What follows belongs to an exercise in optimizing a design on an open flow for small area; a production flow would make more cautious choices. In this exercise RTL edits were held to simulation tests only and were not proved equivalent to the original. In every run shown here, the design's own scripts or RTL, not TritonCTS, make the clock network. The flow treats the clock pin as an ideal source. Dropping or thinning the clock tree relies on that and would not hold on a real chip. No activity file was given, so power comes from the tool's default toggle rates.

## design/flow/design.v

```verilog
module report_tx_logic(input rst, input [55:0] frame, input send_frame, input send_nosig, input act_q, input [5:0] b_q, input [6:0] s_q, input [9:0] p_q, output act_d, output [5:0] b_d, output [6:0] s_d, output [9:0] p_d, output tx, output frame_done, output nosig_done);
  wire new_n111, new_n112, new_n113, new_n114, new_n115, new_n116, new_n117,
    new_n118, new_n119, new_n120, new_n121, new_n122, new_n124, new_n126,
    new_n127, new_n128, new_n129, new_n131, new_n132, new_n133, new_n134,
    new_n135, new_n136, new_n137, new_n138, new_n139, new_n140, new_n141,
    new_n142, new_n143, new_n144, new_n145, new_n146, new_n147, new_n149,
    new_n150, new_n151, new_n152, new_n154, new_n155, new_n156, new_n158,
    new_n159, new_n160, new_n161, new_n163, new_n164, new_n165, new_n166,
    new_n168, new_n169, new_n170, new_n171, new_n173, new_n174, new_n176,
    new_n177, new_n178, new_n179, new_n180, new_n181, new_n183, new_n184,
    new_n186, new_n187, new_n189, new_n190, new_n192, new_n193, new_n194,
    new_n196, new_n198, new_n199, new_n201, new_n202, new_n203, new_n204,
    new_n205, new_n206, new_n207, new_n208, new_n210, new_n211, new_n212,
    new_n213, new_n215, new_n217, new_n218, new_n220, new_n222, new_n224,
    new_n226, new_n228, new_n230, new_n231, new_n232, new_n233, new_n234,
    new_n235, new_n236, new_n237, new_n238, new_n239, new_n240, new_n241,
    new_n242, new_n243, new_n244, new_n245, new_n246, new_n247, new_n248,
    new_n249, new_n250, new_n251, new_n252, new_n253, new_n254, new_n255,
    new_n256, new_n257, new_n258, new_n259, new_n260, new_n261, new_n262,
    new_n263, new_n264, new_n265, new_n266, new_n267, new_n268, new_n269,
    new_n270, new_n271, new_n272, new_n273, new_n274, new_n275, new_n276,
    new_n277, new_n278, new_n279, new_n280, new_n281, new_n282, new_n283,
    new_n284, new_n285, new_n286, new_n287, new_n288, new_n289, new_n290,
    new_n291, new_n292, new_n293, new_n294, new_n295, new_n296, new_n297,
    new_n298, new_n299, new_n300, new_n301, new_n302, new_n303, new_n304,
    new_n305, new_n306, new_n307, new_n308, new_n309, new_n310, new_n311,
    new_n312, new_n313, new_n314, new_n315, new_n316, new_n317, new_n318,
    new_n319, new_n320, new_n321, new_n322, new_n323, new_n324, new_n325,
    new_n326, new_n327, new_n328, new_n329, new_n330, new_n331, new_n332,
    new_n333, new_n334, new_n335, new_n336, new_n337, new_n338, new_n339,
    new_n340, new_n341, new_n342, new_n343, new_n344, new_n345, new_n346,
    new_n347, new_n348, new_n349, new_n350, new_n351, new_n352, new_n353,
    new_n354, new_n355, new_n356, new_n357, new_n358, new_n359, new_n360,
    new_n361, new_n362, new_n363, new_n364, new_n365, new_n366, new_n367,
    new_n368, new_n369, new_n370, new_n371, new_n372, new_n373, new_n374,
    new_n375, new_n376, new_n377, new_n378, new_n379, new_n380, new_n381,
    new_n382, new_n383, new_n384, new_n385, new_n386, new_n387, new_n388,
    new_n389, new_n390, new_n391, new_n392, new_n393, new_n394, new_n395,
    new_n396, new_n397, new_n398, new_n399, new_n400, new_n401, new_n402,
    new_n403, new_n404, new_n405, new_n406, new_n407, new_n408, new_n409,
    new_n410, new_n411, new_n412, new_n413, new_n414, new_n415, new_n416,
    new_n417, new_n418, new_n419, new_n420, new_n421, new_n422, new_n423,
    new_n424, new_n425, new_n426, new_n427, new_n428, new_n429, new_n430,
    new_n431, new_n432, new_n433, new_n434, new_n435, new_n436, new_n437,
    new_n438, new_n439, new_n440, new_n441, new_n442, new_n443, new_n444,
    new_n445, new_n446, new_n447, new_n448, new_n449, new_n450, new_n451,
    new_n452, new_n453, new_n454, new_n455, new_n456, new_n457, new_n458,
    new_n459, new_n460, new_n461, new_n462, new_n463, new_n464, new_n465,
    new_n466, new_n467, new_n468, new_n469, new_n470, new_n471, new_n472,
    new_n473, new_n474;
  assign new_n111 = ~b_q[2] & ~b_q[5];
  assign new_n112 = ~b_q[0] & ~b_q[1];
  assign new_n113 = new_n111 & ~new_n112;
  assign new_n114 = ~b_q[0] & ~b_q[2];
  assign new_n115 = ~b_q[1] & ~b_q[2];
  assign new_n116 = b_q[3] & ~new_n115;
  assign new_n117 = ~new_n114 & new_n116;
  assign new_n118 = ~new_n113 & ~new_n117;
  assign new_n119 = b_q[4] & ~new_n118;
  assign new_n120 = act_q & ~b_q[1];
  assign new_n121 = new_n119 & new_n120;
  assign new_n122 = ~b_q[0] & b_q[5];
  assign nosig_done = new_n121 & new_n122;
  assign new_n124 = ~b_q[3] & p_q[1];
  assign frame_done = new_n121 & new_n124;
  assign new_n126 = ~send_frame & ~act_q;
  assign new_n127 = ~send_nosig & new_n126;
  assign new_n128 = ~rst & ~new_n127;
  assign new_n129 = ~frame_done & new_n128;
  assign act_d = ~nosig_done & new_n129;
  assign new_n131 = ~p_q[4] & ~p_q[5];
  assign new_n132 = ~p_q[7] & ~p_q[8];
  assign new_n133 = new_n131 & new_n132;
  assign new_n134 = ~p_q[6] & ~p_q[9];
  assign new_n135 = ~p_q[0] & ~p_q[1];
  assign new_n136 = ~p_q[2] & ~p_q[3];
  assign new_n137 = new_n135 & new_n136;
  assign new_n138 = new_n134 & new_n137;
  assign new_n139 = new_n133 & new_n138;
  assign new_n140 = s_q[0] & new_n139;
  assign new_n141 = s_q[1] & new_n140;
  assign new_n142 = s_q[2] & new_n141;
  assign new_n143 = s_q[3] & new_n142;
  assign new_n144 = ~s_q[6] & new_n143;
  assign new_n145 = b_q[0] & ~new_n144;
  assign new_n146 = ~b_q[0] & new_n144;
  assign new_n147 = ~new_n145 & ~new_n146;
  assign b_d[0] = act_q & ~new_n147;
  assign new_n149 = b_q[1] & ~new_n146;
  assign new_n150 = ~b_q[1] & new_n146;
  assign new_n151 = act_q & ~new_n150;
  assign new_n152 = ~new_n149 & new_n151;
  assign b_d[1] = ~new_n126 & ~new_n152;
  assign new_n154 = b_q[2] & ~new_n150;
  assign new_n155 = new_n115 & new_n146;
  assign new_n156 = ~new_n154 & ~new_n155;
  assign b_d[2] = act_q & ~new_n156;
  assign new_n158 = b_q[3] & ~new_n155;
  assign new_n159 = ~b_q[3] & new_n155;
  assign new_n160 = act_q & ~new_n159;
  assign new_n161 = ~new_n158 & new_n160;
  assign b_d[3] = ~new_n126 & ~new_n161;
  assign new_n163 = b_q[4] & ~new_n159;
  assign new_n164 = ~b_q[3] & ~b_q[4];
  assign new_n165 = new_n155 & new_n164;
  assign new_n166 = act_q & ~new_n165;
  assign b_d[4] = new_n163 | ~new_n166;
  assign new_n168 = b_q[5] & ~new_n165;
  assign new_n169 = ~b_q[5] & new_n165;
  assign new_n170 = act_q & ~new_n169;
  assign new_n171 = ~new_n168 & new_n170;
  assign b_d[5] = ~new_n126 & ~new_n171;
  assign new_n173 = ~s_q[0] & ~new_n139;
  assign new_n174 = act_q & ~new_n140;
  assign s_d[0] = ~new_n173 & new_n174;
  assign new_n176 = s_q[4] & new_n143;
  assign new_n177 = s_q[5] & new_n176;
  assign new_n178 = s_q[6] & new_n177;
  assign new_n179 = act_q & ~new_n178;
  assign new_n180 = ~s_q[1] & ~new_n140;
  assign new_n181 = ~new_n141 & ~new_n180;
  assign s_d[1] = ~new_n179 | new_n181;
  assign new_n183 = ~s_q[2] & ~new_n141;
  assign new_n184 = ~new_n142 & ~new_n183;
  assign s_d[2] = ~new_n179 | new_n184;
  assign new_n186 = ~s_q[3] & ~new_n142;
  assign new_n187 = act_q & ~new_n143;
  assign s_d[3] = ~new_n186 & new_n187;
  assign new_n189 = ~s_q[4] & ~new_n143;
  assign new_n190 = ~new_n176 & ~new_n189;
  assign s_d[4] = ~new_n179 | new_n190;
  assign new_n192 = ~s_q[5] & ~new_n176;
  assign new_n193 = ~s_q[6] & new_n177;
  assign new_n194 = ~new_n192 & ~new_n193;
  assign s_d[5] = ~act_q | new_n194;
  assign new_n196 = ~s_q[6] & ~new_n177;
  assign s_d[6] = new_n179 & ~new_n196;
  assign new_n198 = p_q[6] & p_q[9];
  assign new_n199 = ~new_n134 & ~new_n198;
  assign p_d[0] = act_q & ~new_n199;
  assign new_n201 = ~s_q[6] & new_n139;
  assign new_n202 = ~new_n143 & new_n201;
  assign new_n203 = ~new_n178 & ~new_n202;
  assign new_n204 = ~p_q[0] & new_n203;
  assign new_n205 = s_q[1] & s_q[2];
  assign new_n206 = s_q[3] & new_n205;
  assign new_n207 = new_n202 & new_n206;
  assign new_n208 = act_q & ~new_n207;
  assign p_d[1] = ~new_n204 & new_n208;
  assign new_n210 = ~s_q[0] & ~s_q[3];
  assign new_n211 = ~s_q[6] & ~new_n210;
  assign new_n212 = ~new_n203 & ~new_n211;
  assign new_n213 = ~p_q[1] & ~new_n212;
  assign p_d[2] = act_q & ~new_n213;
  assign new_n215 = ~p_q[2] & ~new_n207;
  assign p_d[3] = act_q & ~new_n215;
  assign new_n217 = ~new_n203 & ~new_n210;
  assign new_n218 = ~p_q[3] & ~new_n217;
  assign p_d[4] = act_q & ~new_n218;
  assign new_n220 = ~p_q[4] & ~new_n202;
  assign p_d[5] = act_q & ~new_n220;
  assign new_n222 = ~p_q[5] & ~new_n202;
  assign p_d[6] = act_q & ~new_n222;
  assign new_n224 = ~p_q[6] & ~new_n202;
  assign p_d[7] = act_q & ~new_n224;
  assign new_n226 = ~p_q[7] & ~new_n202;
  assign p_d[8] = act_q & ~new_n226;
  assign new_n228 = act_q & ~p_q[8];
  assign p_d[9] = new_n202 | ~new_n228;
  assign new_n230 = b_q[0] & b_q[5];
  assign new_n231 = ~b_q[1] & new_n230;
  assign new_n232 = b_q[4] & new_n231;
  assign new_n233 = ~b_q[0] & ~b_q[5];
  assign new_n234 = ~b_q[3] & ~new_n233;
  assign new_n235 = b_q[1] & ~new_n230;
  assign new_n236 = new_n234 & ~new_n235;
  assign new_n237 = s_q[0] & ~new_n236;
  assign new_n238 = ~new_n232 & ~new_n237;
  assign new_n239 = b_q[1] & b_q[4];
  assign new_n240 = b_q[2] & ~new_n239;
  assign new_n241 = b_q[0] & b_q[2];
  assign new_n242 = ~new_n234 & ~new_n241;
  assign new_n243 = ~new_n240 & ~new_n242;
  assign new_n244 = ~b_q[4] & ~b_q[5];
  assign new_n245 = ~b_q[2] & ~new_n244;
  assign new_n246 = ~b_q[0] & ~new_n245;
  assign new_n247 = ~b_q[1] & ~new_n230;
  assign new_n248 = ~new_n246 & new_n247;
  assign new_n249 = ~new_n243 & ~new_n248;
  assign new_n250 = ~new_n238 & ~new_n249;
  assign new_n251 = b_q[0] & ~new_n250;
  assign new_n252 = b_q[2] & ~b_q[3];
  assign new_n253 = new_n239 & ~new_n252;
  assign new_n254 = ~new_n251 & new_n253;
  assign new_n255 = ~b_q[3] & new_n114;
  assign new_n256 = b_q[0] & b_q[3];
  assign new_n257 = ~b_q[4] & ~new_n115;
  assign new_n258 = new_n256 & new_n257;
  assign new_n259 = ~new_n255 & ~new_n258;
  assign new_n260 = b_q[5] & s_q[0];
  assign new_n261 = ~new_n259 & new_n260;
  assign new_n262 = ~b_q[1] & b_q[2];
  assign new_n263 = ~new_n114 & ~new_n241;
  assign new_n264 = ~new_n262 & ~new_n263;
  assign new_n265 = b_q[3] & ~b_q[5];
  assign new_n266 = ~new_n112 & new_n265;
  assign new_n267 = ~new_n264 & new_n266;
  assign new_n268 = s_q[1] & ~new_n267;
  assign new_n269 = ~new_n261 & new_n268;
  assign new_n270 = ~new_n254 & new_n269;
  assign new_n271 = ~s_q[2] & ~new_n270;
  assign new_n272 = new_n164 & ~new_n263;
  assign new_n273 = b_q[1] & ~b_q[2];
  assign new_n274 = ~b_q[4] & ~new_n273;
  assign new_n275 = ~new_n231 & ~new_n235;
  assign new_n276 = new_n274 & ~new_n275;
  assign new_n277 = new_n272 & ~new_n276;
  assign new_n278 = ~s_q[2] & ~new_n276;
  assign new_n279 = ~b_q[3] & new_n230;
  assign new_n280 = ~new_n265 & ~new_n279;
  assign new_n281 = new_n262 & new_n280;
  assign new_n282 = ~new_n262 & ~new_n280;
  assign new_n283 = ~new_n281 & ~new_n282;
  assign new_n284 = new_n278 & new_n283;
  assign new_n285 = ~b_q[0] & b_q[3];
  assign new_n286 = ~new_n239 & ~new_n285;
  assign new_n287 = ~new_n233 & ~new_n286;
  assign new_n288 = ~s_q[1] & ~new_n287;
  assign new_n289 = ~b_q[1] & new_n279;
  assign new_n290 = ~b_q[0] & new_n273;
  assign new_n291 = ~new_n289 & ~new_n290;
  assign new_n292 = ~new_n288 & new_n291;
  assign new_n293 = ~b_q[3] & b_q[4];
  assign new_n294 = new_n111 & new_n293;
  assign new_n295 = ~s_q[1] & ~new_n294;
  assign new_n296 = b_q[4] & ~new_n295;
  assign new_n297 = ~s_q[0] & ~new_n296;
  assign new_n298 = ~new_n292 & new_n297;
  assign new_n299 = ~new_n284 & ~new_n298;
  assign new_n300 = ~new_n277 & ~new_n299;
  assign new_n301 = b_q[4] & ~new_n262;
  assign new_n302 = new_n122 & ~new_n301;
  assign new_n303 = ~new_n274 & new_n302;
  assign new_n304 = ~s_q[0] & ~new_n303;
  assign new_n305 = b_q[4] & new_n116;
  assign new_n306 = new_n295 & ~new_n305;
  assign new_n307 = ~new_n304 & ~new_n306;
  assign new_n308 = ~new_n119 & ~new_n307;
  assign new_n309 = ~new_n300 & new_n308;
  assign new_n310 = ~new_n271 & ~new_n309;
  assign new_n311 = b_q[0] & new_n305;
  assign new_n312 = b_q[3] & new_n113;
  assign new_n313 = ~b_q[1] & b_q[5];
  assign new_n314 = new_n164 & new_n313;
  assign new_n315 = new_n256 & new_n262;
  assign new_n316 = ~new_n314 & ~new_n315;
  assign new_n317 = ~new_n312 & new_n316;
  assign new_n318 = b_q[4] & ~new_n230;
  assign new_n319 = new_n234 & new_n318;
  assign new_n320 = ~new_n272 & ~new_n319;
  assign new_n321 = new_n317 & new_n320;
  assign new_n322 = ~new_n311 & new_n321;
  assign new_n323 = new_n304 & new_n322;
  assign new_n324 = ~s_q[1] & ~s_q[2];
  assign new_n325 = ~new_n250 & new_n324;
  assign new_n326 = ~new_n323 & new_n325;
  assign new_n327 = new_n119 & new_n265;
  assign new_n328 = new_n114 & new_n314;
  assign new_n329 = ~new_n327 & ~new_n328;
  assign new_n330 = ~new_n326 & new_n329;
  assign new_n331 = ~new_n310 & new_n330;
  assign new_n332 = frame[0] & new_n115;
  assign new_n333 = frame[16] & new_n273;
  assign new_n334 = b_q[1] & b_q[2];
  assign new_n335 = frame[40] & new_n334;
  assign new_n336 = ~new_n333 & ~new_n335;
  assign new_n337 = ~new_n332 & new_n336;
  assign new_n338 = ~s_q[1] & ~new_n337;
  assign new_n339 = ~s_q[2] & ~new_n338;
  assign new_n340 = frame[44] & new_n334;
  assign new_n341 = ~s_q[1] & s_q[2];
  assign new_n342 = ~new_n340 & new_n341;
  assign new_n343 = frame[20] & new_n273;
  assign new_n344 = frame[4] & new_n115;
  assign new_n345 = ~new_n343 & ~new_n344;
  assign new_n346 = new_n342 & new_n345;
  assign new_n347 = frame[6] & new_n115;
  assign new_n348 = s_q[1] & ~new_n347;
  assign new_n349 = frame[22] & new_n273;
  assign new_n350 = frame[46] & new_n334;
  assign new_n351 = ~new_n349 & ~new_n350;
  assign new_n352 = new_n348 & new_n351;
  assign new_n353 = ~new_n346 & ~new_n352;
  assign new_n354 = ~new_n339 & new_n353;
  assign new_n355 = ~frame[42] & new_n334;
  assign new_n356 = s_q[1] & ~s_q[2];
  assign new_n357 = ~new_n355 & new_n356;
  assign new_n358 = ~frame[18] & new_n273;
  assign new_n359 = ~frame[2] & new_n115;
  assign new_n360 = ~new_n358 & ~new_n359;
  assign new_n361 = new_n357 & new_n360;
  assign new_n362 = ~new_n354 & ~new_n361;
  assign new_n363 = b_q[0] & ~new_n362;
  assign new_n364 = frame[48] & new_n115;
  assign new_n365 = new_n324 & ~new_n364;
  assign new_n366 = frame[24] & new_n262;
  assign new_n367 = frame[32] & new_n334;
  assign new_n368 = frame[8] & new_n273;
  assign new_n369 = ~new_n367 & ~new_n368;
  assign new_n370 = ~new_n366 & new_n369;
  assign new_n371 = new_n365 & new_n370;
  assign new_n372 = ~b_q[0] & ~new_n371;
  assign new_n373 = frame[30] & new_n262;
  assign new_n374 = new_n205 & ~new_n373;
  assign new_n375 = frame[54] & new_n115;
  assign new_n376 = frame[14] & new_n273;
  assign new_n377 = frame[38] & new_n334;
  assign new_n378 = ~new_n376 & ~new_n377;
  assign new_n379 = ~new_n375 & new_n378;
  assign new_n380 = new_n374 & new_n379;
  assign new_n381 = frame[26] & new_n262;
  assign new_n382 = new_n356 & ~new_n381;
  assign new_n383 = frame[34] & new_n334;
  assign new_n384 = frame[10] & new_n273;
  assign new_n385 = frame[50] & new_n115;
  assign new_n386 = ~new_n384 & ~new_n385;
  assign new_n387 = ~new_n383 & new_n386;
  assign new_n388 = new_n382 & new_n387;
  assign new_n389 = frame[12] & new_n273;
  assign new_n390 = new_n341 & ~new_n389;
  assign new_n391 = frame[52] & new_n115;
  assign new_n392 = frame[36] & new_n334;
  assign new_n393 = frame[28] & new_n262;
  assign new_n394 = ~new_n392 & ~new_n393;
  assign new_n395 = ~new_n391 & new_n394;
  assign new_n396 = new_n390 & new_n395;
  assign new_n397 = ~new_n388 & ~new_n396;
  assign new_n398 = ~new_n380 & new_n397;
  assign new_n399 = new_n372 & new_n398;
  assign new_n400 = ~s_q[0] & ~new_n399;
  assign new_n401 = ~new_n363 & new_n400;
  assign new_n402 = ~frame[45] & new_n334;
  assign new_n403 = b_q[0] & ~new_n402;
  assign new_n404 = ~frame[21] & new_n273;
  assign new_n405 = ~frame[5] & new_n115;
  assign new_n406 = ~new_n404 & ~new_n405;
  assign new_n407 = new_n403 & new_n406;
  assign new_n408 = ~frame[13] & new_n273;
  assign new_n409 = ~b_q[0] & ~new_n408;
  assign new_n410 = ~frame[37] & new_n334;
  assign new_n411 = ~frame[29] & new_n262;
  assign new_n412 = ~frame[53] & new_n115;
  assign new_n413 = ~new_n411 & ~new_n412;
  assign new_n414 = ~new_n410 & new_n413;
  assign new_n415 = new_n409 & new_n414;
  assign new_n416 = ~new_n407 & ~new_n415;
  assign new_n417 = new_n341 & ~new_n416;
  assign new_n418 = frame[31] & new_n262;
  assign new_n419 = ~b_q[0] & ~new_n418;
  assign new_n420 = frame[15] & new_n273;
  assign new_n421 = frame[39] & new_n334;
  assign new_n422 = frame[55] & new_n115;
  assign new_n423 = ~new_n421 & ~new_n422;
  assign new_n424 = ~new_n420 & new_n423;
  assign new_n425 = new_n419 & new_n424;
  assign new_n426 = frame[7] & new_n115;
  assign new_n427 = b_q[0] & ~new_n426;
  assign new_n428 = frame[23] & new_n273;
  assign new_n429 = frame[47] & new_n334;
  assign new_n430 = ~new_n428 & ~new_n429;
  assign new_n431 = new_n427 & new_n430;
  assign new_n432 = new_n205 & ~new_n431;
  assign new_n433 = ~new_n425 & new_n432;
  assign new_n434 = s_q[0] & ~new_n433;
  assign new_n435 = ~new_n417 & new_n434;
  assign new_n436 = ~frame[33] & new_n334;
  assign new_n437 = ~b_q[0] & ~new_n436;
  assign new_n438 = ~frame[49] & new_n115;
  assign new_n439 = ~frame[25] & new_n262;
  assign new_n440 = ~frame[9] & new_n273;
  assign new_n441 = ~new_n439 & ~new_n440;
  assign new_n442 = ~new_n438 & new_n441;
  assign new_n443 = new_n437 & new_n442;
  assign new_n444 = ~frame[41] & new_n334;
  assign new_n445 = b_q[0] & ~new_n444;
  assign new_n446 = ~frame[17] & new_n273;
  assign new_n447 = ~frame[1] & new_n115;
  assign new_n448 = ~new_n446 & ~new_n447;
  assign new_n449 = new_n445 & new_n448;
  assign new_n450 = ~new_n443 & ~new_n449;
  assign new_n451 = new_n324 & ~new_n450;
  assign new_n452 = ~frame[11] & new_n273;
  assign new_n453 = ~b_q[0] & ~new_n452;
  assign new_n454 = ~frame[35] & new_n334;
  assign new_n455 = ~frame[51] & new_n115;
  assign new_n456 = ~frame[27] & new_n262;
  assign new_n457 = ~new_n455 & ~new_n456;
  assign new_n458 = ~new_n454 & new_n457;
  assign new_n459 = new_n453 & new_n458;
  assign new_n460 = ~frame[19] & new_n273;
  assign new_n461 = b_q[0] & ~new_n460;
  assign new_n462 = ~frame[43] & new_n334;
  assign new_n463 = ~frame[3] & new_n115;
  assign new_n464 = ~new_n462 & ~new_n463;
  assign new_n465 = new_n461 & new_n464;
  assign new_n466 = ~new_n459 & ~new_n465;
  assign new_n467 = new_n356 & ~new_n466;
  assign new_n468 = ~new_n451 & ~new_n467;
  assign new_n469 = new_n435 & new_n468;
  assign new_n470 = ~new_n329 & ~new_n469;
  assign new_n471 = ~new_n401 & new_n470;
  assign new_n472 = ~new_n331 & ~new_n471;
  assign new_n473 = s_q[3] & ~new_n472;
  assign new_n474 = act_q & new_n211;
  assign tx = new_n473 | ~new_n474;
endmodule
module report_tx(
	input clk,
	input rst,
	input [55:0] frame,
	input send_frame,
	input send_nosig,
	output tx,
	output frame_done,
	output nosig_done
    );
	reg act_q;
	reg [5:0] b_q;
	reg [6:0] s_q;
	reg [9:0] p_q;
	wire act_d;
	wire [5:0] b_d;
	wire [6:0] s_d;
	wire [9:0] p_d;
	report_tx_logic L(.rst(rst), .frame(frame), .send_frame(send_frame),
		.send_nosig(send_nosig), .act_q(act_q), .b_q(b_q), .s_q(s_q), .p_q(p_q),
		.act_d(act_d), .b_d(b_d), .s_d(s_d), .p_d(p_d),
		.tx(tx), .frame_done(frame_done), .nosig_done(nosig_done));
	always @(posedge clk) begin
		act_q <= act_d;
		b_q <= b_d;
		s_q <= s_d;
		p_q <= p_d;
	end
endmodule
```

## design/flow/flow/run.sh

```bash
#!/bin/bash
# Layout flow: the standard flow (standard.sh) with these changes:
#  - synthesis is run once per ABC mapping script in flow/abc_*.script
#    (area-oriented scripts; adders are left to ABC: no ADDER_MAP_FILE),
#    and the run with the smallest cell area is kept.  Only the mapping of
#    the combinational logic differs between runs; the registers are the
#    standard synthesis's.
#  - port buffers are the smallest buffer cell (buf_1)
#  - the clock tree is a single buffer (buf_12) (flow/my_clkbuf.tcl) placed
#    at the centre of the registers, in place of clock_tree_synthesis; the
#    clock port drives only this buffer, and every register gets the clock
#    from it
# Each run's full output goes to a log file in this folder.
set -euo pipefail
W=$PWD
rm -rf "$W/scripts"
cp -r "$FLOW_HOME/scripts" "$W/scripts"
cp "$W/flow/my_clkbuf.tcl" "$W/scripts/my_clkbuf.tcl"
grep -q '^log_cmd clock_tree_synthesis {\*}$cts_args$' "$W/scripts/cts.tcl"
sed -i 's|^log_cmd clock_tree_synthesis {\*}$cts_args$|source $::env(SCRIPTS_DIR)/my_clkbuf.tcl\nbench_single_clock_buffer sky130_fd_sc_hd__buf_12|' "$W/scripts/cts.tcl"
grep -q '^my_single_clock_buffer' "$W/scripts/cts.tcl"
best=""
bestarea=""
for sc in "$W"/flow/abc_*.script; do
  n=$(basename "$sc" .script)
  cp "$sc" "$W/scripts/abc_speed.script"
  cp "$sc" "$W/scripts/abc_area.script"
  rm -rf "$W/orfs"
  if bash standard.sh synth SCRIPTS_DIR="$W/scripts" ADDER_MAP_FILE= > "$W/synth_$n.log" 2>&1; then
    a=$(grep -h "Chip area for module" "$W"/orfs/reports/*/*/*/synth_stat.txt | awk '{print $NF}')
    echo "$n $a" >> "$W/synth_areas.log"
    if [[ -z "$best" ]] || awk -v a="$a" -v b="$bestarea" 'BEGIN{exit !(a<b)}'; then
      best=$n; bestarea=$a
    fi
    rm -rf "$W/orfs_$n"; mv "$W/orfs" "$W/orfs_$n"
  fi
done
echo "best $best $bestarea" >> "$W/synth_areas.log"
rm -rf "$W/orfs"
mv "$W/orfs_$best" "$W/orfs"
cp "$W/flow/$best.script" "$W/scripts/abc_speed.script"
cp "$W/flow/$best.script" "$W/scripts/abc_area.script"
for d in "$W"/orfs_abc_*; do rm -rf "$d"; done
bash standard.sh finish SCRIPTS_DIR="$W/scripts" ADDER_MAP_FILE= \
  BUFFER_PORTS_ARGS="-buffer_cell sky130_fd_sc_hd__buf_1" > "$W/layout.log" 2>&1
```

## design/flow/flow/abc_1.script

```
strash
dch -f
map -a
topo
```

## design/flow/flow/abc_10.script

```
strash
&get -n
&dch -f
&nf -a -R 1000 -p -C 32
&put
mfs3 -ae
topo
```

## design/flow/flow/abc_11.script

```
strash
dch -f
map -a
mfs3 -ae -R 4
topo
```

## design/flow/flow/abc_2.script

```
strash
&get -n
&dch -f
&nf -a -R 1000 -p -C 32
&put
topo
```

## design/flow/flow/abc_3.script

```
strash
dc2
&get -n
&dch -f
&nf -a -R 1000 -p
&put
topo
```

## design/flow/flow/abc_4.script

```
strash
balance -l
resub -K 6 -l
rewrite -l
resub -K 6 -N 2 -l
refactor -l
resub -K 8 -l
balance -l
resub -K 8 -N 2 -l
rewrite -l
resub -K 10 -l
rewrite -z -l
resub -K 10 -N 2 -l
balance -l
resub -K 12 -l
refactor -z -l
resub -K 12 -N 2 -l
rewrite -z -l
balance -l
dch -f
map -a
topo
```

## design/flow/flow/abc_5.script

```
strash
balance -l
resub -K 6 -l
rewrite -l
resub -K 6 -N 2 -l
refactor -l
resub -K 8 -l
balance -l
resub -K 8 -N 2 -l
rewrite -l
resub -K 10 -l
rewrite -z -l
resub -K 10 -N 2 -l
balance -l
resub -K 12 -l
refactor -z -l
resub -K 12 -N 2 -l
rewrite -z -l
balance -l
balance -l
resub -K 6 -l
rewrite -l
resub -K 6 -N 2 -l
refactor -l
resub -K 8 -l
balance -l
resub -K 8 -N 2 -l
rewrite -l
resub -K 10 -l
rewrite -z -l
resub -K 10 -N 2 -l
balance -l
resub -K 12 -l
refactor -z -l
resub -K 12 -N 2 -l
rewrite -z -l
balance -l
dch -f
map -a
topo
```

## design/flow/flow/abc_6.script

```
strash
dch -f
amap -m
topo
```

## design/flow/flow/abc_7.script

```
strash
&get -n
&dch -f
&nf -a -R 1000 -p -C 32
&put
mfs3 -ae -R 4
topo
```

## design/flow/flow/abc_8.script

```
strash
dc2
&get -n
&dch -f
&nf -a -R 1000 -p
&put
mfs3 -ae -R 4
topo
```

## design/flow/flow/abc_9.script

```
strash
&get -n
&dch -f
&nf -a -R 1000 -p -C 32
&put
mfs3 -ae -R 4 -K 8 -H 6
topo
```

## design/flow/flow/my_clkbuf.tcl

```tcl
# Single clock buffer instead of a clock tree: the design has few registers,
# so one buffer drives all of them (the clock port drives only this buffer).
proc my_single_clock_buffer { cell } {
  set block [ord::get_db_block]
  set net [$block findNet clk]
  set sx 0; set sy 0; set n 0
  foreach iterm [$net getITerms] {
    set loc [[$iterm getInst] getLocation]
    set sx [expr {$sx + [lindex $loc 0]}]
    set sy [expr {$sy + [lindex $loc 1]}]
    incr n
  }
  set dbu [$block getDbUnitsPerMicron]
  set x [expr {double($sx) / $n / $dbu}]
  set y [expr {double($sy) / $n / $dbu}]
  set r [insert_buffer -buffer_cell $cell -net clk -location [list $x $y] \
    -buffer_name clkbuf_root -net_name clk_root]
  set buf [sta::sta_to_db_inst $r]
  if { $buf == "NULL" } { error "clock buffer not inserted" }
  [[$buf findITerm X] getNet] setSigType CLOCK
  $net setSigType CLOCK
}
```

## design/flow/standard.sh

```bash
#!/bin/bash
# synth_recipe.tcl (not shown) runs the flow's synth.tcl, then flattens the netlist and writes it again
# the make line also repeats each setting of config.mk as NAME=value (left out here)
make -C /OpenROAD-flow-scripts/flow DESIGN_CONFIG=/design/flow/config.mk WORK_HOME=/design/flow/orfs CLKGATE_MAP_FILE= SYNTH_SCRIPT=/design/flow/synth_recipe.tcl "${@:-finish}"
```

## design/flow/config.mk

```make
export PLATFORM = sky130hd
export DESIGN_NAME = report_tx
export DESIGN_NICKNAME = report_tx
export VERILOG_FILES = /design/flow/design.v
export SDC_FILE = /design/flow/constraint.sdc
export NUM_CORES = 8
export LEC_CHECK = 0
export CAP_MARGIN = 20
export CORE_MARGIN = 2
export CORE_UTILIZATION = 40
export GPL_TIMING_DRIVEN = 0
export SLEW_MARGIN = 20
```

## design/flow/constraint.sdc

```tcl
create_clock -name core_clock -period 10.0 [get_ports {clk}]
set_input_delay 2.0000 -clock core_clock [delete_from_list [all_inputs] [get_ports {clk}]]
set_output_delay 2.0000 -clock core_clock [all_outputs]
set_load 0.01 [all_outputs]
```

==> impl_metrics.csv, run 1 <==
group,metric,value,unit
logic_synthesis,synth-adder-area-share,0,%
drt,first_iter_violations,222,
sta,final.min_clock_period,5.73,ns
logic_synthesis,syn_area,1590,um2
clock_network,cts_setup_buffers,0,
logic_synthesis,synth-main-ff-cell,"dfxtp_1",
power_and_ir_drop,swShare,37.1,%
drt,wirelength,4760,um
drt,vias_per_cell,5.79,
grt,first_global_vias,1570,
worst_hold_path,hp-start,"p_q[8]$_DFF_P_",
setup_path,critical_path_class,"input pin to primary output",
floorplan,die_h,67.1,um
sta,slew_violations,0,
logic_synthesis,synth_simple_gate_area_share,28.1,%
setup_path,required,8.00,ns
power_and_ir_drop,p_int,0.000184,W
logic_synthesis,yosys-top-cells-count,"29 x nand2_1, 29 x nor2_1, 24 x dfxtp_1",
clock_network,cts_resized,0,
setup_path,cp_max_fo,1,
logic_synthesis,synth_top_family_by_area,"compound AO/OA/AOI/OAI gates",
power_and_ir_drop,power_frac_comb,38.7,%
setup_path,reg2reg_to,"act_q$_DFF_P_",
run,drv_cap,0,
logic_synthesis,synth_top_cell_area_share,30.2,%
logic_synthesis,synth_top_area_cell,"dfxtp_1",
worst_hold_path,whs_path_depth,2,
setup_path,rrSetupSlack,7.26,ns
logic_synthesis,synth_xor_area_share,2.75,%
drt,vias,1935,
sta,fin_skew,0.00318,ns
worst_hold_path,hp-class,"register to register",
power_and_ir_drop,leakage,0.622,nW
floorplan,die_x,67.1,um
drt,drcViolationCount,0,
layout,diodes,0,
logic_synthesis,synthMuxAreaShare,0,%
setup_path,cp-end-kind,"primary output",
power_and_ir_drop,power.density,154,nW/um2
logic_synthesis,netlist_instances,223,
place,io_buffers,62,
place,dp_cells,333,
sta,hold_viol,0,
floorplan,io_pins,63,
setup_path,worst_r2r_path_depth,8,
sta,tns,0,ns
place,dpl.hpwl,3620,um
logic_synthesis,yosysWarnings,1,
power_and_ir_drop,p_clk_share,13.2,%
setup_path,cp-start-kind,"input pin",
layout,post_layout_nonfiller_instances,334,
power_and_ir_drop,ir_worst_vdd,152,uV
power_and_ir_drop,p_sw,0.000109,W
grt,grt_pass1_wl,7330,um
sta,finalSetupViolCount,0,
setup_path,arrival,3.73,ns
layout,area_growth,19.7,%
logic_synthesis,yosysUniqueCellTypes,36,
logic_synthesis,synth_compound_area_share,36.6,%
logic_synthesis,synth_seq_cells,24,
floorplan,initial_utilization,42.5,%
floorplan,die_area,4500,um2
place,gp_congestion,0.931,
logic_synthesis,synth_edf_count,0,
logic_synthesis,avgSynthCellArea,7.13,um2
drt,ant_nets,0,
logic_synthesis,synthesis.nets,283,
sta,fmax,174,MHz
floorplan,coreArea,3740,um2
logic_synthesis,synth.area.top_cells,"dfxtp_1 30%, a21oi_1 6.9%, nand2_1 6.8%",
grt,grtUsageTotal,20.2,%
floorplan,fp-row-count,22,
drt,drtPass1Iterations,5,
layout,drive_gt1_share,0.350,%
power_and_ir_drop,seq_power_share,48.1,%
drt,wire_per_inst,14.3,um
clock_network,ctsHoldBuffers,0,
logic_synthesis,synth-seq-area-share,30.2,%
clock_network,cts.reportedPaths.clkPinSlew,0.09,ns
sta,min_period_over_period,57.3,%
status,status,"complete, no violations",
worst_hold_path,min_to,"p_q[9]$_DFF_P_",
sta,slew_headroom,43.2,%
grt,overflow,0,
clock_network,clk_latency,0.12,ns
grt,grt_max_degree,25,
grt,antenna_found_initial,0,
logic_synthesis,synthArstFlopShare,0,%
sta,tightest_slew,0.849,ns
sta,grt_setup_unrepaired,"false",
layout,nets,348,
setup_path,reg2reg_from,"b_q[2]$_DFF_P_",
cells in the final DEF, fill, tap and decap left out, types with 2 or more instances in the layout:
cell type  instances
a21boi_0           3
a21oi_1           22
a221o_1            2
a221oi_1           3
a222oi_1           6
a22oi_1            2
a31oi_1            6
and2_0             3
buf_1             62
clkinv_1          10
dfxtp_1           24
nand2_1           29
nand2b_1           5
nand3_1            8
nand4_1            3
nor2_1            29
nor2b_1            4
nor3_1             5
nor4_1             6
o21a_1             6
o21ai_0           14
o221ai_1           2
o22ai_1            9
o31ai_1            4
o32ai_1            2
or2_0              2
xnor2_1            4
registers in the layout, summed over array words and instances (netlist names):
| name | count |
|---|---|
| p_q | 10 |
| act_q | 1 |
| s_q | 7 |
| b_q | 6 |
area by class of cell, without the clock buffers:
type                            count  area (um2)
Fill cell                         424        1840
Multi-Input combinational cell    189        1070
Sequential cell                    24         480
Timing Repair Buffer               62         233
Tap cell                           48        60.1
Inverter                           10        37.5
layer usage:
metal / up-vias / routed length [um] / track usage [%]
met4: 0 / 32 / 2.04
met1: 878 / 2170 / 28.9
met5: - / 0 / 0
met2: 65 / 2310 / 34.5
li1: 988 / - / -
met3: 4 / 252 / 0.676
how the worst max path moves through the flow:
stage | startpoint | end | slack, ns | cells after the start
after CTS | frame[0] | tx | 4.29 | 10
after detailed placement | frame[0] | tx | 4.32 | 10
after global routing | frame[0] | tx | 4.13 | 10
after floorplan | frame[0] | tx | 4.76 | 8
after global placement | frame[0] | tx | 4.27 | 10
final | frame[0] | tx | 4.27 | 10
power by group through the flow:
stage               Sequential, W  Combinational [W]   Clock, W
floorplan                0.000135          0.0000854          0
global placement         0.000143           0.000112          0
detailed placement       0.000143           0.000112          0
CTS                      0.000143           0.000112  0.0000307
global route             0.000144           0.000128  0.0000453
finish                   0.000141           0.000113  0.0000386
per-stage QoR:
| stage | power (W) | hold slack (ns) | cell area [um2] | worst slack [ns] | utilization [%] |
|---|---|---|---|---|---|
| after CTS | 0.000286 | 0.445 | 1900 | 4.29 | 50.8 |
| after global routing | 0.000317 | 0.494 | 1900 | 4.13 | 50.8 |
| final | 0.000293 | 0.458 | 1900 | 4.27 | 50.8 |
| after detailed placement | 0.000255 | 0.443 | 1880 | 4.32 | 50.3 |
| after global placement | 0.000255 | 0.443 | 1880 | 4.27 | 50.3 |
| after floorplan | 0.000220 | 0.414 | 1590 | 4.76 | - |
critical path, stage by stage:
cell	delay, ns
buf_1	0.07
a222oi_1	0.31
nor2_1	0.06
o21ai_0	0.23
o31ai_1	0.11
a32o_1	0.22
o221a_1	0.25
o21ai_0	0.21
nand3_1	0.10
buf_1	0.17
cell families after synthesis:
logic type                after synthesis
AOI/OAI and AO/OA                      87
xor gates and xnor gates                5
buffers and inverters                  10
DFF                                    24
and+or+nand+nor                        97
==> inputs of run 2 (changes only) <==
==> design/flow/flow/run.sh (replaced) <==
#!/bin/bash
# Layout flow: the standard flow (standard.sh) with these changes:
#  - synthesis is run once per ABC mapping script in flow/abc_*.script
#    (area-oriented scripts; adders are left to ABC: no ADDER_MAP_FILE),
#    each with and without yosys's own "abc -fast" step inside synth
#    (SYNTH_ARGS=-noabc), and the run with the smallest cell area is kept.  Only the mapping of
#    the combinational logic differs between runs; the registers are the
#    standard synthesis's.
#  - port buffers are the smallest buffer cell (buf_1)
#  - the clock tree is a single buffer (buf_12) (flow/my_clkbuf.tcl) placed
#    at the centre of the registers, in place of clock_tree_synthesis; the
#    clock port drives only this buffer, and every register gets the clock
#    from it
# Each run's full output goes to a log file in this folder.
set -euo pipefail
W=$PWD
rm -rf "$W/scripts"
cp -r "$FLOW_HOME/scripts" "$W/scripts"
cp "$W/flow/my_clkbuf.tcl" "$W/scripts/my_clkbuf.tcl"
grep -q '^log_cmd clock_tree_synthesis {\*}$cts_args$' "$W/scripts/cts.tcl"
sed -i 's|^log_cmd clock_tree_synthesis {\*}$cts_args$|source $::env(SCRIPTS_DIR)/my_clkbuf.tcl\nbench_single_clock_buffer sky130_fd_sc_hd__buf_12|' "$W/scripts/cts.tcl"
grep -q '^my_single_clock_buffer' "$W/scripts/cts.tcl"
best=""
bestarea=""
bestsc=""
bestextra=()
for sc in "$W"/flow/abc_*.script; do
  for mode in std noabc; do
    n=$(basename "$sc" .script)_$mode
    extra=()
    [[ $mode == noabc ]] && extra=(SYNTH_ARGS=-noabc)
    cp "$sc" "$W/scripts/abc_speed.script"
    cp "$sc" "$W/scripts/abc_area.script"
    rm -rf "$W/orfs"
    if bash standard.sh synth SCRIPTS_DIR="$W/scripts" ADDER_MAP_FILE= "${extra[@]}" > "$W/synth_$n.log" 2>&1; then
      a=$(grep -h "Chip area for module" "$W"/orfs/reports/*/*/*/synth_stat.txt | awk '{print $NF}')
      echo "$n $a" >> "$W/synth_areas.log"
      if [[ -z "$best" ]] || awk -v a="$a" -v b="$bestarea" 'BEGIN{exit !(a<b)}'; then
        best=$n; bestarea=$a; bestsc=$sc; bestextra=("${extra[@]}")
      fi
      rm -rf "$W/orfs_$n"; mv "$W/orfs" "$W/orfs_$n"
    fi
  done
done
echo "best $best $bestarea" >> "$W/synth_areas.log"
rm -rf "$W/orfs"
mv "$W/orfs_$best" "$W/orfs"
cp "$bestsc" "$W/scripts/abc_speed.script"
cp "$bestsc" "$W/scripts/abc_area.script"
for d in "$W"/orfs_abc_*; do rm -rf "$d"; done
bash standard.sh finish SCRIPTS_DIR="$W/scripts" ADDER_MAP_FILE= "${bestextra[@]}" \
  BUFFER_PORTS_ARGS="-buffer_cell sky130_fd_sc_hd__buf_1" > "$W/layout.log" 2>&1
==> design/flow/flow/abc_12.script (new file) <==
strash
&get -n
&nf -a -R 1000 -p -C 32
&put
mfs3 -ae -R 4
topo
==> design/flow/flow/abc_13.script (new file) <==
strash
&get -n
&nf -a -R 1000 -p -C 32 -F 8 -A 8
&put
mfs3 -ae -R 4
topo
==> design/flow/flow/abc_14.script (new file) <==
strash
balance
&get -n
&nf -a -R 1000 -p -C 32
&put
mfs3 -ae -R 4
topo
==> design/flow/flow/abc_15.script (new file) <==
strash
&get -n
&nf -a -R 1000 -p -C 32
&put
topo
==> run 2 against run 1 <==
Synthesized cell count grew 1.8%. Largest cell class unchanged. Core utilization grew 0.11 points. Critical path type unchanged. Via count grew 0.31%. Register-to-register slack lost 0.65 ns. Critical path depth is the same. Still clean on timing, DRC and antenna.
==> impl_metrics.csv, run 2 <==
group,metric,value,unit
logic_synthesis,syn_area,1580,um2
place,io_buffers,62,
drt,first_iter_violations,216,
layout,largest_reg_flops,10,
sta,finalSetupViolCount,0,
clock_network,cts.reportedPaths.clkPinSlew,0.10,ns
setup_path,arrival,3.63,ns
place,dpl.hpwl,3430,um
grt,grtUsageTotal,19.7,%
grt,grt_pass1_wl,7110,um
worst_hold_path,hp-start,"p_q[2]$_DFF_P_",
sta,fin_skew,0.00511,ns
layout,final_cell_mix,"62 x buf_1, 47 x nor2_1, 24 x dfxtp_1",
logic_synthesis,avgSynthCellArea,6.96,um2
logic_synthesis,synth_simple_gate_area_share,30.3,%
logic_synthesis,synth.area.top_cells,"dfxtp_1 30%, nor2_1 11%, o21ai_0 7.0%",
logic_synthesis,synth_xor_area_share,2.22,%
drt,ant_nets,0,
floorplan,coreArea,3720,um2
floorplan,io_pins,63,
floorplan,die_area,4470,um2
setup_path,reg2reg_from,"p_q[8]$_DFF_P_",
logic_synthesis,synth_top_area_cell,"dfxtp_1",
drt,vias_per_cell,5.74,
logic_synthesis,synth-seq-area-share,30.4,%
setup_path,cpPeakStageDelay,0.32,ns
layout,nets,352,
logic_synthesis,synth-main-ff-cell,"dfxtp_1",
clock_network,cts_resized,0,
setup_path,cpMaxStageDelayCell,"a221oi_1",
worst_hold_path,min_to,"p_q[3]$_DFF_P_",
setup_path,reg2reg_to,"b_q[5]$_DFF_P_",
logic_synthesis,synth_edf_count,0,
floorplan,die_h,66.9,um
logic_synthesis,yosysUniqueCellTypes,37,
setup_path,cp_max_fo,1,
layout,diodes,0,
run,drv_cap,0,
power_and_ir_drop,leakage,0.639,nW
setup_path,worst_r2r_path_depth,9,
logic_synthesis,yosys-top-cells-count,"47 x nor2_1, 24 x dfxtp_1, 22 x o21ai_0",
logic_synthesis,synth_seq_cells,24,
sta,slew_headroom,44.0,%
power_and_ir_drop,p_total,0.000296,W
setup_path,required,8.00,ns
layout,final_common_cell,"buf_1",
sta,tns,0,ns
setup_path,path_cells,"buf_1 -> a222oi_1 -> nor2_1 -> o21ai_0 -> o21ai_0 -> a221oi_1 -> nor3_1 -> o21ai_0 -> nand3_1 -> buf_1",
layout,regMostFlops,"p_q",
logic_synthesis,synthMuxAreaShare,0,%
sta,final.min_clock_period,5.63,ns
sta,hold_viol,0,
setup_path,cp-start-kind,"input pin",
clock_network,clk_latency,0.13,ns
grt,antenna_found_initial,0,
worst_hold_path,hp-class,"register to register",
power_and_ir_drop,power.density,156,nW/um2
logic_synthesis,synth_compound_area_share,34.9,%
logic_synthesis,yosysMostFrequentCell,"nor2_1",
layout,final_area,1890,um2
place,gp_congestion,0.903,
logic_synthesis,yosysWarnings,1,
setup_path,critical_path_class,"input pin to primary output",
place,placed_area,1870,um2
logic_synthesis,synth_top_family_by_area,"compound AO/OA/AOI/OAI gates",
setup_path,cp-end-kind,"primary output",
drt,drtPass1Iterations,5,
power_and_ir_drop,ir_worst_vdd,84.8,uV
logic_synthesis,synth-adder-area-share,0,%
drt,drcViolationCount,0,
sta,tightest_slew,0.837,ns
grt,grt_max_degree,25,
clock_network,cts_setup_buffers,0,
sta,grt_setup_unrepaired,"false",
drt,vias,1941,
sta,fmax,178,MHz
logic_synthesis,synth_top_cell_area_share,30.4,%
clock_network,ctsHoldBuffers,0,
grt,first_global_vias,1516,
layout,drive_gt1_share,0.345,%
layout,area_growth,19.8,%
setup_path,rrSetupSlack,6.61,ns
floorplan,die_x,66.9,um
status,status,"complete, no violations",
drt,wire_per_inst,13.3,um
floorplan,initial_utilization,42.5,%
sta,min_period_over_period,56.3,%
drt,wirelength,4510,um
floorplan,fp-row-count,22,
layout,biggestRegsByFlops,"p_q (10), s_q (7), b_q (6)",
worst_hold_path,whs_path_depth,2,
logic_synthesis,synthArstFlopShare,0,%
sta,slew_violations,0,
logic_synthesis,netlist_instances,227,
logic_synthesis,synthesis.nets,287,
grt,overflow,0,
setup_path,crit_top_cell,"o21ai_0",
-- run 2: changes by cell type after synthesis, sizes merged, moves of 3 or more --
cell   delta
or4       +4
nor2     +18
nand3     -3
o21a      -5
o31ai     -3
or3       +4
nand2     -8
o21ai     +8
-- run 2: worst max-delay path by stage --
| stage | from | endpoint | slack (ns) | cells past startpoint |
|---|---|---|---|---|
| after global placement | frame[0] | tx | 4.42 | 10 |
| after floorplan | frame[0] | tx | 4.85 | 8 |
| final | frame[0] | tx | 4.37 | 10 |
| after global routing | frame[0] | tx | 4.19 | 10 |
| after detailed placement | frame[0] | tx | 4.43 | 10 |
| after CTS | frame[0] | tx | 4.41 | 10 |
-- run 2: power breakdown --
part	internal, W	switching [W]	leakage [nW]
Sequential	0.000117	0.0000241	0.196
Clock	0.0000163	0.0000245	0.00940
Combinational	0.0000507	0.0000630	0.434
-- run 2: cell families (layout without fill, tap and decap cells) --
group,Yosys count,after routing
simple gates,105,105
compound gates,85,85
flops,24,24
buf+inv,9,72
xor+xnor,4,4
-- run 2: routing by layer --
metal  part of all wire [%]  GRT usage, %
met3                    4.9         0.676
met4                   0.47          1.79
met1                     50          31.8
met2                     45          29.5
met5                      0             0
-- run 2: stage by stage --
stage | util (%) | setup slack, ns | hold slack [ns] | instances
2_1_floorplan | - | 4.85 | 0.406 | 227
3_3_place_gp | 50.4 | 4.42 | 0.417 | 337
3_5_place_dp | 50.4 | 4.43 | 0.429 | 337
4_1_cts | 50.9 | 4.41 | 0.426 | 338
5_1_grt | 50.9 | 4.19 | 0.458 | 338
6_report | 50.9 | 4.37 | 0.439 | 338
-- run 2: area by class of cell, without the clock buffers --
class / instances / area [um2]
Tap cell: 48 / 60.1
Sequential cell: 24 / 480
Fill cell: 401 / 1820
Inverter: 9 / 33.8
Multi-Input combinational cell: 194 / 1070
Timing Repair Buffer: 62 / 233
-- run 2: worst max-delay path: cells and delay by family --
family	cells	cell delay (ns)
AOI/OAI and AO/OA	5	1.13
and+or+nand+nor	3	0.27
buffers and inverters	2	0.23
==> inputs of run 3 (changes only) <==
==> design/flow/flow/abc_16.script (new file) <==
strash
balance
&get -n
&nf -a -R 1000 -p -C 32
&put
mfs3 -ae -R 4
strash
&get -n
&nf -a -R 1000 -p -C 32
&put
mfs3 -ae -R 4
topo
==> design/flow/flow/abc_17.script (new file) <==
strash
balance
&get -n
&nf -a -R 1000 -p -C 32
&put
mfs3 -ae -R 4
strash
&get -n
&nf -a -R 1000 -p -C 32
&put
mfs3 -ae -R 4
strash
&get -n
&nf -a -R 1000 -p -C 32
&put
mfs3 -ae -R 4
topo
==> design/flow/flow/abc_18.script (new file) <==
strash
balance
&get -n
&nf -a -R 1000 -p -C 32
&put
mfs3 -ae -R 4
strash
&get -n
&nf -a -R 1000 -p -C 32
&put
mfs3 -ae -R 4
strash
&get -n
&nf -a -R 1000 -p -C 32
&put
mfs3 -ae -R 4
strash
&get -n
&nf -a -R 1000 -p -C 32
&put
mfs3 -ae -R 4
topo
==> design/flow/flow/abc_19.script (new file) <==
strash
balance
&get -n
&nf -a -R 1000 -p -C 32
&put
mfs3 -ae -R 4
strash
&get -n
&nf -a -R 1000 -p -C 32
&put
mfs3 -ae -R 4
strash
&get -n
&nf -a -R 1000 -p -C 32
&put
mfs3 -ae -R 4
strash
&get -n
&nf -a -R 1000 -p -C 32
&put
mfs3 -ae -R 4
strash
&get -n
&nf -a -R 1000 -p -C 32
&put
mfs3 -ae -R 4
topo
==> design/flow/flow/abc_20.script (new file) <==
strash
balance
&get -n
&nf -a -R 1000 -p -C 32
&put
mfs3 -ae -R 4
strash
&get -n
&nf -a -R 1000 -p -C 32
&put
mfs3 -ae -R 4
strash
&get -n
&nf -a -R 1000 -p -C 32
&put
mfs3 -ae -R 4
strash
&get -n
&nf -a -R 1000 -p -C 32
&put
mfs3 -ae -R 4
strash
&get -n
&nf -a -R 1000 -p -C 32
&put
mfs3 -ae -R 4
strash
&get -n
&nf -a -R 1000 -p -C 32
&put
mfs3 -ae -R 4
topo
==> design/flow/flow/abc_21.script (new file) <==
strash
&get -n
&nf -a -R 1000 -p -C 32
&put
mfs3 -ae -R 4
strash
&get -n
&nf -a -R 1000 -p -C 32
&put
mfs3 -ae -R 4
strash
&get -n
&nf -a -R 1000 -p -C 32
&put
mfs3 -ae -R 4
topo
==> design/flow/flow/abc_22.script (new file) <==
strash
&get -n
&nf -a -R 1000 -p -C 32
&put
mfs3 -ae -R 4
strash
&get -n
&nf -a -R 1000 -p -C 32
&put
mfs3 -ae -R 4
strash
&get -n
&nf -a -R 1000 -p -C 32
&put
mfs3 -ae -R 4
strash
&get -n
&nf -a -R 1000 -p -C 32
&put
mfs3 -ae -R 4
strash
&get -n
&nf -a -R 1000 -p -C 32
&put
mfs3 -ae -R 4
topo
==> design/flow/flow/abc_23.script (new file) <==
strash
balance
&get -n
&nf -a -R 1000 -p -C 32
&put
mfs3 -ae -R 4
strash
&get -n
&nf -a -R 1000 -p -C 32
&put
mfs3 -ae -R 4
strash
&get -n
&nf -a -R 1000 -p -C 32
&put
mfs3 -ae -R 4
strash
&get -n
&nf -a -R 1000 -p -C 32
&put
mfs3 -ae -R 4
strash
&get -n
&nf -a -R 1000 -p -C 32
&put
mfs3 -ae -R 4
strash
&get -n
&nf -a -R 1000 -p -C 32
&put
mfs3 -ae -R 4
strash
&get -n
&nf -a -R 1000 -p -C 32
&put
mfs3 -ae -R 4
topo
==> design/flow/flow/abc_24.script (new file) <==
strash
balance
&get -n
&nf -a -R 1000 -p -C 32
&put
mfs3 -ae -R 4
strash
&get -n
&nf -a -R 1000 -p -C 32
&put
mfs3 -ae -R 4
strash
&get -n
&nf -a -R 1000 -p -C 32
&put
mfs3 -ae -R 4
strash
&get -n
&nf -a -R 1000 -p -C 32
&put
mfs3 -ae -R 4
strash
&get -n
&nf -a -R 1000 -p -C 32
&put
mfs3 -ae -R 4
strash
&get -n
&nf -a -R 1000 -p -C 32
&put
mfs3 -ae -R 4
strash
&get -n
&nf -a -R 1000 -p -C 32
&put
mfs3 -ae -R 4
strash
&get -n
&nf -a -R 1000 -p -C 32
&put
mfs3 -ae -R 4
topo
==> design/flow/flow/abc_25.script (new file) <==
strash
balance
&get -n
&nf -a -R 1000 -p -C 32
&put
mfs3 -ae -R 4
strash
&get -n
&dch -f
&nf -a -R 1000 -p -C 32
&put
mfs3 -ae -R 4
strash
&get -n
&nf -a -R 1000 -p -C 32
&put
mfs3 -ae -R 4
strash
&get -n
&dch -f
&nf -a -R 1000 -p -C 32
&put
mfs3 -ae -R 4
strash
&get -n
&nf -a -R 1000 -p -C 32
&put
mfs3 -ae -R 4
strash
&get -n
&dch -f
&nf -a -R 1000 -p -C 32
&put
mfs3 -ae -R 4
topo
==> design/flow/flow/abc_26.script (new file) <==
strash
balance
&get -n
&nf -a -R 1000 -p -C 32
&put
mfs3 -ae -R 4
strash
&get -n
&nf -a -R 1000 -p -C 32
&put
mfs3 -ae -R 4
strash
&get -n
&dch -f
&nf -a -R 1000 -p -C 32
&put
mfs3 -ae -R 4
strash
&get -n
&nf -a -R 1000 -p -C 32
&put
mfs3 -ae -R 4
strash
&get -n
&dch -f
&nf -a -R 1000 -p -C 32
&put
mfs3 -ae -R 4
strash
&get -n
&nf -a -R 1000 -p -C 32
&put
mfs3 -ae -R 4
topo
==> run 3 against run 2 <==
Still clean on timing, DRC and antenna. Sequential cell count did not move. Die area fell by 1.9%. Synthesized cell count fell by 4.8%. Clock skew fell by 0.0034 ns. Final cell count fell by 3.3%. Register-to-register slack improved by 0.84 ns. Combinational power barely moved.
==> impl_metrics.csv, run 3 <==
group,metric,value,unit
status,status,"complete, no violations",
power_and_ir_drop,seq_power_share,47.8,%
place,placed_area,1840,um2
drt,drtPass1Iterations,5,
power_and_ir_drop,p_sw,0.000112,W
logic_synthesis,yosysMostFrequentCell,"nor2_1",
setup_path,arrival,3.97,ns
floorplan,die_x,66.2,um
grt,antenna_found_initial,0,
logic_synthesis,synth_edf_count,0,
setup_path,reg2reg_to,"b_q[5]$_DFF_P_",
sta,hold_viol,0,
layout,nets,341,
power_and_ir_drop,power_frac_comb,38.4,%
logic_synthesis,netlist_instances,216,
setup_path,cp_max_fo,14,
logic_synthesis,yosys-top-cells-count,"43 x nor2_1, 24 x dfxtp_1, 23 x a21oi_1",
sta,fmax,167,MHz
setup_path,rrSetupSlack,7.45,ns
floorplan,die_area,4380,um2
clock_network,cts.reportedPaths.clkPinSlew,0.10,ns
logic_synthesis,synth.area.top_cells,"dfxtp_1 31%, nor2_1 10%, a21oi_1 7.4%",
setup_path,cp.buffers_inverters,1,
grt,grt_max_degree,25,
power_and_ir_drop,p_int,0.000184,W
logic_synthesis,synth_seq_cells,24,
run,drv_cap,0,
power_and_ir_drop,ir_worst_vdd,93.3,uV
logic_synthesis,synth-seq-area-share,31.0,%
place,io_buffers,62,
drt,drcViolationCount,0,
setup_path,cp.depth,17,
setup_path,cpMaxStageDelayCell,"dfxtp_1",
sta,finalSetupViolCount,0,
logic_synthesis,synth_top_area_cell,"dfxtp_1",
logic_synthesis,avgSynthCellArea,7.17,um2
layout,biggestRegsByFlops,"p_q (10), s_q (7), b_q (6)",
setup_path,cpPeakStageDelay,0.63,ns
sta,final.min_clock_period,5.97,ns
sta,hold_ws,0.457,ns
clock_network,clk_latency,0.13,ns
floorplan,die_h,66.2,um
layout,area_growth,20.2,%
setup_path,cp-end-kind,"primary output",
layout,diodes,0,
setup_path,crit_start,"b_q[1]$_DFF_P_",
layout,final_cell_mix,"62 x buf_1, 43 x nor2_1, 24 x dfxtp_1",
layout,drive_gt1_share,0.358,%
clock_network,ctsHoldBuffers,0,
place,dpl.hpwl,3450,um
setup_path,cp-start-kind,"register",
power_and_ir_drop,leakage,0.617,nW
power_and_ir_drop,swShare,37.9,%
layout,largest_reg_flops,10,
sta,slew_violations,0,
drt,vias_per_cell,5.83,
floorplan,io_pins,63,
worst_hold_path,whs_path_depth,2,
grt,grtUsageTotal,19.2,%
logic_synthesis,synth-main-ff-cell,"dfxtp_1",
layout,final_area,1860,um2
logic_synthesis,yosysUniqueCellTypes,34,
logic_synthesis,synthesis.nets,276,
setup_path,reg2reg_from,"p_q[1]$_DFF_P_",
sta,fin_skew,0.00166,ns
setup_path,worst_r2r_path_depth,10,
grt,overflow,0,
place,gp_congestion,0.968,
sta,slew_headroom,42.9,%
layout,register_area,480,um2
setup_path,path_cells,"or2_0 -> and3_1 -> nand3_1 -> o211a_1 -> a2111oi_0 -> a32oi_1 -> a21oi_1 -> o211ai_1 -> nor2_1 -> nor3_1 -> o21ai_0 -> a21oi_1 -> o21ai_0 -> a21oi_1 -> o21ai_0 -> nand3_1 -> buf_1",
drt,vias,1905,
setup_path,critical_path_class,"register to primary output",
layout,fill_cells,404,
floorplan,initial_utilization,42.0,%
power_and_ir_drop,p_clk_share,13.8,%
worst_hold_path,hp-class,"register to register",
power_and_ir_drop,power.density,159,nW/um2
setup_path,cp_top_family,"compound AO/OA/AOI/OAI gates",
layout,regMostFlops,"p_q",
logic_synthesis,yosysWarnings,1,
drt,wirelength,4490,um
logic_synthesis,syn_area,1550,um2
drt,first_iter_violations,233,
sta,tightest_slew,0.855,ns
clock_network,cts_resized,0,
power_and_ir_drop,p_total,0.000296,W
floorplan,coreArea,3690,um2
logic_synthesis,synth_top_cell_area_share,31.0,%
logic_synthesis,synthArstFlopShare,0,%
grt,first_global_vias,1565,
setup_path,required,8.00,ns
sta,min_period_over_period,59.7,%
setup_path,cp-endpoint,"tx",
clock_network,cts_setup_buffers,0,
drt,ant_nets,0,
layout,multi_input_area,1030,um2
drt,wire_per_inst,13.7,um
sta,tns,0,ns
grt,grt_pass1_wl,7050,um
sta,grt_setup_unrepaired,"false",
layout,final_common_cell,"buf_1",
floorplan,fp-row-count,22,
==> run 3: cell count changes after synthesis, sizes merged, moves of 3 or more <==
cell / change
o221ai: +3
or4: -4
nand2: -8
a21oi: +3
o21ai: -4
nor2: -4
==> run 3: worst min-delay path by stage <==
stage / startpoint / end / slack (ns)
after floorplan: p_q[8]$_DFF_P_ / p_q[9]$_DFF_P_ / 0.41
after global placement: p_q[8]$_DFF_P_ / p_q[9]$_DFF_P_ / 0.43
after detailed placement: p_q[8]$_DFF_P_ / p_q[9]$_DFF_P_ / 0.43
after CTS: p_q[8]$_DFF_P_ / p_q[9]$_DFF_P_ / 0.44
after global routing: p_q[8]$_DFF_P_ / p_q[9]$_DFF_P_ / 0.47
final: p_q[0]$_DFF_P_ / p_q[1]$_DFF_P_ / 0.46
==> run 3: worst reg2reg max path, cell delays in order, from the launching register on <==
cell and delay, ns:
dfxtp_1 0.34, nor4_1 0.28, nand3_1 0.19, clkinv_1 0.09, and3_1 0.25, nand3_1 0.11, or3_1 0.42, or3_1 0.38
nor2_1 0.17, xnor2_1 0.14, a21oi_1 0.08
==> run 3: cell families after synthesis <==
logic type / count (synthesis) / synth area share, %
mux: 1 / 0.647
flops: 24 / 31.0
simple gates: 91 / 26.7
xor+xnor: 7 / 3.96
compound gates: 84 / 35.5
buf+inv: 9 / 2.18
==> run 3: layer usage <==
metal / vias to the layer above / global-route usage, % / wire, um
met2: 49 / 30.6 / 2140
met5: - / 0 / 0
li1: 967 / - / -
met1: 887 / 29.0 / 2150
met3: 2 / 1.70 / 193
met4: 0 / 1.28 / 11
==> run 3: area by class of cell, without the clock buffers <==
type / instances / area share [%]
multi-input cells: 183 / 55.5
flip-flops and latches: 24 / 25.8
repair buffers: 62 / 12.5
well taps: 48 / 3.23
inverters: 9 / 1.82
==> run 3: stage by stage <==
step | std cells | setup WS (ns) | util, %
4_1_cts | 327 | 4.29 | 50.4
3_3_place_gp | 326 | 4.21 | 49.9
3_5_place_dp | 326 | 4.32 | 49.9
2_1_floorplan | 216 | 4.82 | -
5_1_grt | 327 | 3.73 | 50.4
6_report | 327 | 4.03 | 50.4
==> run 3: power groups by stage <==
stage          clock network [W]  registers (W)   logic, W
2_1_floorplan                  0       0.000136  0.0000871
3_3_place_gp                   0       0.000144   0.000113
3_5_place_dp                   0       0.000143   0.000113
4_1_cts                0.0000307       0.000144   0.000113
5_1_grt                0.0000454       0.000145   0.000132
6_report               0.0000408       0.000141   0.000114
==> inputs of run 4 (changes only) <==
--- a/design/flow/flow/run.sh
+++ b/design/flow/flow/run.sh
@@ -15,4 +15,8 @@
 set -euo pipefail
 W=$PWD
+# keep every temporary file of the tools inside this folder, and no core dumps
+mkdir -p "$W/tmp" "$W/home"
+export TMPDIR="$W/tmp" HOME="$W/home"
+ulimit -c 0
 rm -rf "$W/scripts"
 cp -r "$FLOW_HOME/scripts" "$W/scripts"
@@ -49,4 +53,5 @@
 cp "$bestsc" "$W/scripts/abc_area.script"
 for d in "$W"/orfs_abc_*; do rm -rf "$d"; done
+rm -rf "$W/tmp"/* 
 bash standard.sh finish SCRIPTS_DIR="$W/scripts" ADDER_MAP_FILE= "${bestextra[@]}" \
   BUFFER_PORTS_ARGS="-buffer_cell sky130_fd_sc_hd__buf_1" > "$W/layout.log" 2>&1
removed: design/flow/flow/abc_11.script
==> run 4 against run 3 <==
Sequential cell count is the same. Via count is the same. Combinational power is essentially flat. Register-to-register slack is essentially flat. First-iteration DRC count is the same. Clock skew is the same. Die area is the same. Area after synthesis is the same. Cell area is the same. Synthesized cell count is the same. Final cell count is the same.
==> impl_metrics.csv, run 4 <==
group,metric,value,unit
logic_synthesis,synth-main-ff-cell,"dfxtp_1",
sta,tns,0,ns
power_and_ir_drop,ir_worst_vdd,93.3,uV
logic_synthesis,yosysUniqueCellTypes,34,
clock_network,cts.reportedPaths.clkPinSlew,0.10,ns
layout,fill_cells,404,
logic_synthesis,synth_edf_count,0,
drt,first_iter_violations,233,
sta,final.min_clock_period,5.97,ns
sta,fmax,167,MHz
sta,slew_violations,0,
floorplan,coreArea,3690,um2
layout,final_area,1860,um2
logic_synthesis,synthesis.nets,276,
place,io_buffers,62,
setup_path,rrSetupSlack,7.45,ns
run,drv_cap,0,
setup_path,cp-start-kind,"register",
layout,largest_reg_flops,10,
layout,multi_input_area,1030,um2
sta,fin_skew,0.00166,ns
drt,drcViolationCount,0,
setup_path,cp_max_fo,14,
drt,wirelength,4490,um
setup_path,cpMaxStageDelayCell,"dfxtp_1",
grt,first_global_vias,1565,
logic_synthesis,synth_top_cell_area_share,31.0,%
setup_path,path_cells,"or2_0 -> and3_1 -> nand3_1 -> o211a_1 -> a2111oi_0 -> a32oi_1 -> a21oi_1 -> o211ai_1 -> nor2_1 -> nor3_1 -> o21ai_0 -> a21oi_1 -> o21ai_0 -> a21oi_1 -> o21ai_0 -> nand3_1 -> buf_1",
grt,grt_max_degree,25,
status,status,"complete, no violations",
power_and_ir_drop,p_total,0.000296,W
logic_synthesis,yosys-top-cells-count,"43 x nor2_1, 24 x dfxtp_1, 23 x a21oi_1",
logic_synthesis,yosysWarnings,1,
setup_path,cp.buffers_inverters,1,
logic_synthesis,netlist_instances,216,
clock_network,ctsHoldBuffers,0,
drt,drtPass1Iterations,5,
setup_path,cp-end-kind,"primary output",
drt,wire_per_inst,13.7,um
logic_synthesis,synth_seq_cells,24,
logic_synthesis,syn_area,1550,um2
grt,grt_pass1_wl,7050,um
place,dpl.hpwl,3450,um
logic_synthesis,synth-seq-area-share,31.0,%
floorplan,die_x,66.2,um
layout,regMostFlops,"p_q",
logic_synthesis,synthArstFlopShare,0,%
drt,vias,1905,
setup_path,arrival,3.97,ns
sta,min_period_over_period,59.7,%
sta,slew_headroom,42.9,%
layout,nets,341,
clock_network,cts_setup_buffers,0,
sta,hold_ws,0.457,ns
clock_network,clk_latency,0.13,ns
place,gp_congestion,0.968,
power_and_ir_drop,power.density,159,nW/um2
layout,area_growth,20.2,%
grt,grtUsageTotal,19.2,%
sta,hold_viol,0,
floorplan,initial_utilization,42.0,%
setup_path,cpPeakStageDelay,0.63,ns
layout,final_cell_mix,"62 x buf_1, 43 x nor2_1, 24 x dfxtp_1",
layout,drive_gt1_share,0.358,%
logic_synthesis,synth.area.top_cells,"dfxtp_1 31%, nor2_1 10%, a21oi_1 7.4%",
layout,final_common_cell,"buf_1",
layout,register_area,480,um2
sta,tightest_slew,0.855,ns
logic_synthesis,avgSynthCellArea,7.17,um2
layout,fin_util,50.4,%
floorplan,die_area,4380,um2
grt,overflow,0,
drt,ant_nets,0,
place,placed_area,1840,um2
setup_path,cp_top_family,"compound AO/OA/AOI/OAI gates",
setup_path,critical_path_class,"register to primary output",
sta,finalSetupViolCount,0,
clock_network,cts_resized,0,
drt,vias_per_cell,5.83,
layout,biggestRegsByFlops,"p_q (10), s_q (7), b_q (6)",
worst_hold_path,hp-class,"register to register",
floorplan,die_h,66.2,um
floorplan,fp-row-count,22,
grt,antenna_found_initial,0,
layout,diodes,0,
setup_path,required,8.00,ns
floorplan,io_pins,63,
logic_synthesis,yosysMostFrequentCell,"nor2_1",
logic_synthesis,synth_top_area_cell,"dfxtp_1",
power_and_ir_drop,leakage,0.617,nW
sta,grt_setup_unrepaired,"false",
## run 4: final timing paths
kind | startpoint | endpoint | cells past startpoint
worst max-delay path | b_q[1]$_DFF_P_ | tx | 17
worst min-delay path | p_q[0]$_DFF_P_ | p_q[1]$_DFF_P_ | 2
worst max register to register | p_q[1]$_DFF_P_ | b_q[5]$_DFF_P_ | 10
worst min register to register | p_q[0]$_DFF_P_ | p_q[1]$_DFF_P_ | 2
## run 4: cell type report, without the clock buffers
type                       instances  area share, %
inverter                           9           1.82
sequential                        24           25.8
multi-input combinational        183           55.5
timing repair buffer              62           12.5
tap                               48           3.23
## run 4: worst register-to-register path, cell delays in order, from the launching register on
cell and delay (ns):
dfxtp_1 0.34, nor4_1 0.28, nand3_1 0.19, clkinv_1 0.09, and3_1 0.25, nand3_1 0.11, or3_1 0.42, or3_1 0.38
nor2_1 0.17, xnor2_1 0.14, a21oi_1 0.08
## run 4: cell families (layout without fill, tap and decap cells)
| logic type | count (synthesis) | after routing | share of synthesized area (%) |
|---|---|---|---|
| xor+xnor | 7 | 7 | 3.96 |
| mux | 1 | 1 | 0.647 |
| compound gates | 84 | 84 | 35.5 |
| simple gates | 91 | 91 | 26.7 |
| flops | 24 | 24 | 31.0 |
| buf+inv | 9 | 72 | 2.18 |
## run 4: metal layers
metal | up-vias | global-route usage (%) | share of wire [%]
met3 | 2 | 1.70 | 4.3
met4 | 0 | 1.28 | 0.24
met5 | - | 0 | 0
li1 | 967 | - | -
met1 | 887 | 29.0 | 48
met2 | 49 | 30.6 | 48
## run 4: report_power, final
part	switching (W)	internal, W
combinational	0.0000632	0.0000504
sequential	0.0000244	0.000117
clock	0.0000244	0.0000163
total	0.000112	0.000184
## run 4: stage by stage
stage | instances | setup slack, ns
after detailed placement | 326 | 4.32
after global placement | 326 | 4.21
final | 327 | 4.03
after CTS | 327 | 4.29
after global routing | 327 | 3.73
after floorplan | 216 | 4.82
